Source: an optimization exercise on an open RTL-to-GDS flow (aim: small area, a short achievable clock period and few clock cycles). Production flows keep margins and buffers that such runs may drop.
Where RTL was checked, it was by simulation tests only, not by an equivalence proof against the original.
The flow treats the clock pin as an ideal source. Dropping or thinning the clock tree relies on that and would not hold on a real chip.
Power and IR drop assume default switching activity.

== JK ==
==> flow/design.v (excerpt) <==
module huffman(clk,
               reset,
               gray_valid,
               gray_data,
               CNT_valid,
               CNT1,
               CNT2,
               CNT3,
               CNT4,
               CNT5,
               CNT6,
               code_valid,
               HC1,
               HC2,
               HC3,
               HC4,
               HC5,
               HC6,
               M1,
               M2,
               M3,
               M4,
               M5,
               M6);
Settings: LEC_CHECK=0, ABC_CLOCK_PERIOD_IN_PS=2200, CAP_MARGIN=20, CORE_MARGIN=2, CORE_UTILIZATION=70, SETUP_SLACK_MARGIN=3.8, SLEW_MARGIN=20; clock period 6.0 ns.
standard.sh (not shown) runs the stock make flow with config.mk's settings and CLKGATE_MAP_FILE= SYNTH_SCRIPT=/design/flow/synth_recipe.tcl, a recipe that flattens the netlist after the stock synthesis.
==> flow/flow/run.sh <==
#!/bin/bash
# The standard layout (standard.sh) with three changes:
#  - ports are buffered with a small plain buffer instead of a delay buffer;
#  - the clock tree is made by flow/clock_tree.tcl (one or two levels),
#    which replaces clock_tree_synthesis in the CTS step;
#  - everything else is ORFS as standard.sh runs it.
# Each tool's full output stays in orfs/logs; this script's own output goes
# to standard.log.
set -o pipefail
export BUFFER_PORTS_ARGS="-buffer_cell ${PORT_BUF:-sky130_fd_sc_hd__buf_1}"
export PRE_CTS_TCL="$PWD/flow/clock_tree.tcl"
export CLK_ROOTS=${CLK_ROOTS:-4}
export CLK_LEAVES=${CLK_LEAVES:-2}
export CLK_BUF=${CLK_BUF:-sky130_fd_sc_hd__clkbuf_16}
export CLK_ROOT_BUF=${CLK_ROOT_BUF:-sky130_fd_sc_hd__clkbuf_16}
bash standard.sh > standard.log 2>&1
Other scripts of this flow, unchanged in this note and not shown: flow/flow/clock_tree.tcl
In summary, JK completed successfully, with a layout that passed the timing, DRC and antenna checks.
--- input diff JK..MS ---
Settings: ABC_CLOCK_PERIOD_IN_PS changed from 2200 to 2000; SETUP_SLACK_MARGIN changed from 3.8 to 4.0.
Across both runs, count of placed standard cells in the final layout, fillers left out was higher for MS than for JK.
JK ended up with CNT3[2] as its capture point of the critical path; MS ended up with M5[4].
Comparing MS and JK, the higher sequential share of layout area is on JK.
As of MS, cell-internal power had risen by more than 10% compared to JK.
Against JK, MS reports a area overhead of the layout relative to synthesis that is higher.
Function was not checked in any run of this note: the RTL went through the layout flow alone. No run of this note takes its clock network from TritonCTS; it comes from the design's own scripts or RTL.

========
== the previous run ==
huffman, a different RTL version from the one above (not shown whole).
Size: roughly 130 flip-flops, roughly 160 I/O pins.
Settings: LEC_CHECK=0, ABC_CLOCK_PERIOD_IN_PS=2200, CAP_MARGIN=20, CORE_MARGIN=2, CORE_UTILIZATION=70, SETUP_SLACK_MARGIN=3.8, SLEW_MARGIN=20; clock period 6.0 ns.
==> flow/flow/run.sh <==
#!/bin/bash
# The standard layout (standard.sh) with three changes:
#  - ports are buffered with a small plain buffer instead of a delay buffer;
#  - the clock tree is one level of buffers made by flow/clock_tree.tcl,
#    which replaces clock_tree_synthesis in the CTS step;
#  - everything else is ORFS as standard.sh runs it.
# Each tool's full output stays in orfs/logs; this script's own output goes
# to standard.log.
set -o pipefail
export BUFFER_PORTS_ARGS="-buffer_cell ${PORT_BUF:-sky130_fd_sc_hd__buf_1}"
export PRE_CTS_TCL="$PWD/flow/clock_tree.tcl"
export CLK_GROUPS=${CLK_GROUPS:-4}
export CLK_BUF=${CLK_BUF:-sky130_fd_sc_hd__clkbuf_16}
export SKIP_REPAIR_TIE_FANOUT=1
bash standard.sh > standard.log 2>&1
==> flow/flow/clock_tree.tcl <==
# Clock tree made here instead of by clock_tree_synthesis: the flip-flops
# are split into CLK_GROUPS groups by position (k-means), and each group is
# clocked by one CLK_BUF buffer placed at the group's centre and driven by
# the clock port.  All flip-flops see one buffer between the port and their
# clock pin.
proc my_clock_tree { args } {
  set k $::env(CLK_GROUPS)
  set db [ord::get_db]
  set block [ord::get_db_block]
  set master [$db findMaster $::env(CLK_BUF)]
  set clk_net [$block findNet clk]
  set sinks {}
  foreach it [$clk_net getITerms] {
    if { [$it isInputSignal] } { lappend sinks $it }
  }
  set pts {}
  foreach it $sinks {
    set box [[$it getInst] getBBox]
    lappend pts [list [expr { ([$box xMin] + [$box xMax]) / 2 }] [expr { ([$box yMin] + [$box yMax]) / 2 }]]
  }
  set n [llength $sinks]
  # initial centres: a grid over the flip-flops' bounding box
  set xs [lmap p $pts { lindex $p 0 }]
  set ys [lmap p $pts { lindex $p 1 }]
  set x0 [tcl::mathfunc::min {*}$xs]; set x1 [tcl::mathfunc::max {*}$xs]
  set y0 [tcl::mathfunc::min {*}$ys]; set y1 [tcl::mathfunc::max {*}$ys]
  set gx [expr { int(ceil(sqrt($k))) }]
  set gy [expr { int(ceil(1.0 * $k / $gx)) }]
  set cent {}
  for { set c 0 } { $c < $k } { incr c } {
    set ix [expr { $c % $gx }]
    set iy [expr { $c / $gx }]
    lappend cent [list [expr { int($x0 + ($ix + 0.5) * ($x1 - $x0) / $gx) }] [expr { int($y0 + ($iy + 0.5) * ($y1 - $y0) / $gy) }]]
  }
  set asg [lrepeat $n 0]
  for { set iter 0 } { $iter < 30 } { incr iter } {
    # assign, with a cap on group size to keep the loads even
    set cap [expr { int(ceil(1.0 * $n / $k)) + 1 }]
    set cnt [lrepeat $k 0]
    set pairs {}
    for { set i 0 } { $i < $n } { incr i } {
      lassign [lindex $pts $i] x y
      for { set c 0 } { $c < $k } { incr c } {
        lassign [lindex $cent $c] cx cy
        lappend pairs [list [expr { abs($x - $cx) + abs($y - $cy) }] $i $c]
      }
    }
    set done [lrepeat $n 0]
    foreach pr [lsort -integer -index 0 $pairs] {
      lassign $pr d i c
      if { [lindex $done $i] || [lindex $cnt $c] >= $cap } { continue }
      lset done $i 1
      lset asg $i $c
      lset cnt $c [expr { [lindex $cnt $c] + 1 }]
    }
    set new {}
    for { set c 0 } { $c < $k } { incr c } {
      set sx 0; set sy 0; set m 0
      for { set i 0 } { $i < $n } { incr i } {
        if { [lindex $asg $i] == $c } {
          lassign [lindex $pts $i] x y
          incr sx $x; incr sy $y; incr m
        }
      }
      if { $m > 0 } { lappend new [list [expr { $sx / $m }] [expr { $sy / $m }]] } else { lappend new [lindex $cent $c] }
    }
    set cent $new
  }
  for { set c 0 } { $c < $k } { incr c } {
    set inst [odb::dbInst_create $block $master "clkbuf_bench_$c"]
    set net [odb::dbNet_create $block "clknet_bench_$c"]
    $net setSigType CLOCK
    lassign [lindex $cent $c] cx cy
    $inst setLocation [expr { $cx - [$master getWidth] / 2 }] $cy
    $inst setPlacementStatus PLACED
    [$inst findITerm A] connect $clk_net
    [$inst findITerm X] connect $net
    for { set i 0 } { $i < $n } { incr i } {
      if { [lindex $asg $i] == $c } {
        set it [lindex $sinks $i]
        $it disconnect
        $it connect $net
      }
    }
    puts "clock group $c: [lindex $cnt $c] flip-flops"
  }
  set_propagated_clock [all_clocks]
}
rename clock_tree_synthesis orfs_clock_tree_synthesis
proc clock_tree_synthesis { args } { my_clock_tree }
Testbench counts of the previous run, summed over its fixed seeds: cycles 24,880.
Relative to the previous run, the following input files were edited for the current run:
- changing SETUP_SLACK_MARGIN from 3.8 to 3.5
- changing ABC_CLOCK_PERIOD_IN_PS from 2200 to 2500
- changing CORE_UTILIZATION from 70 to 60
--- a/flow/flow/run.sh
+++ b/flow/flow/run.sh
@@ -13,3 +13,2 @@
 export CLK_BUF=${CLK_BUF:-sky130_fd_sc_hd__clkbuf_16}
-export SKIP_REPAIR_TIE_FANOUT=1
 bash standard.sh > standard.log 2>&1
--- a/flow/flow/clock_tree.tcl
+++ b/flow/flow/clock_tree.tcl
@@ -37,3 +37,3 @@
     # assign, with a cap on group size to keep the loads even
-    set cap [expr { int(ceil(1.0 * $n / $k)) + 1 }]
+    set cap [expr { int(ceil(1.0 * $n / $k)) + 4 }]
     set cnt [lrepeat $k 0]
==> comparison <==
- Reported for the previous run and the current run, synthesized-area fraction occupied by ao, oa, aoi and oai cells turned out identical to the last digit.
- Fmax ends up higher on the previous run.
- [the current run] overall power after layout fell about 0.55% relative to the previous run
- The setup slack of the current run is smaller than that of the previous run.
No run of this note takes its clock network from TritonCTS; it comes from the design's own scripts or RTL.

## what the ideal ports hide
How much do the figures lean on ideal ports? The routed layouts below were timed once more, with nothing changed but the port constraints.
Step 1, drivers: a clkbuf_16 drives clk and a buf_2 each remaining input, both assumed.
Step 2 times the ports against the registers' clock, not the clock port: input delays grow and output delays shrink by t, the midpoint of the rising clock arrivals with the driver on.
Slacks: no drivers / after step 1 / after step 2; pairs: no drivers / after step 1.
run	t, ns	setup slack, ns	clock arrival spread, ns	slew at the worst register clock pin (ns)	cell pins on the clock port's net
JK	0.362	3.812 / 3.720 / 3.715	0.026 / 0.026	0.08 / 0.08	4
MS	0.361	3.857 / 3.765 / 3.862	0.017 / 0.018	0.08 / 0.08	4
the previous run	0.257	3.831 / 3.758 / 3.634	0.014 / 0.014	0.12 / 0.12	4
the current run	0.260	3.667 / 3.694 / 3.469	0.024 / 0.024	0.12 / 0.12	4
After both steps every run listed still meets setup and hold. For the current run, which loses most, drivers alone change the setup slack by +0.027 ns; drivers and shift together by -0.198 ns.
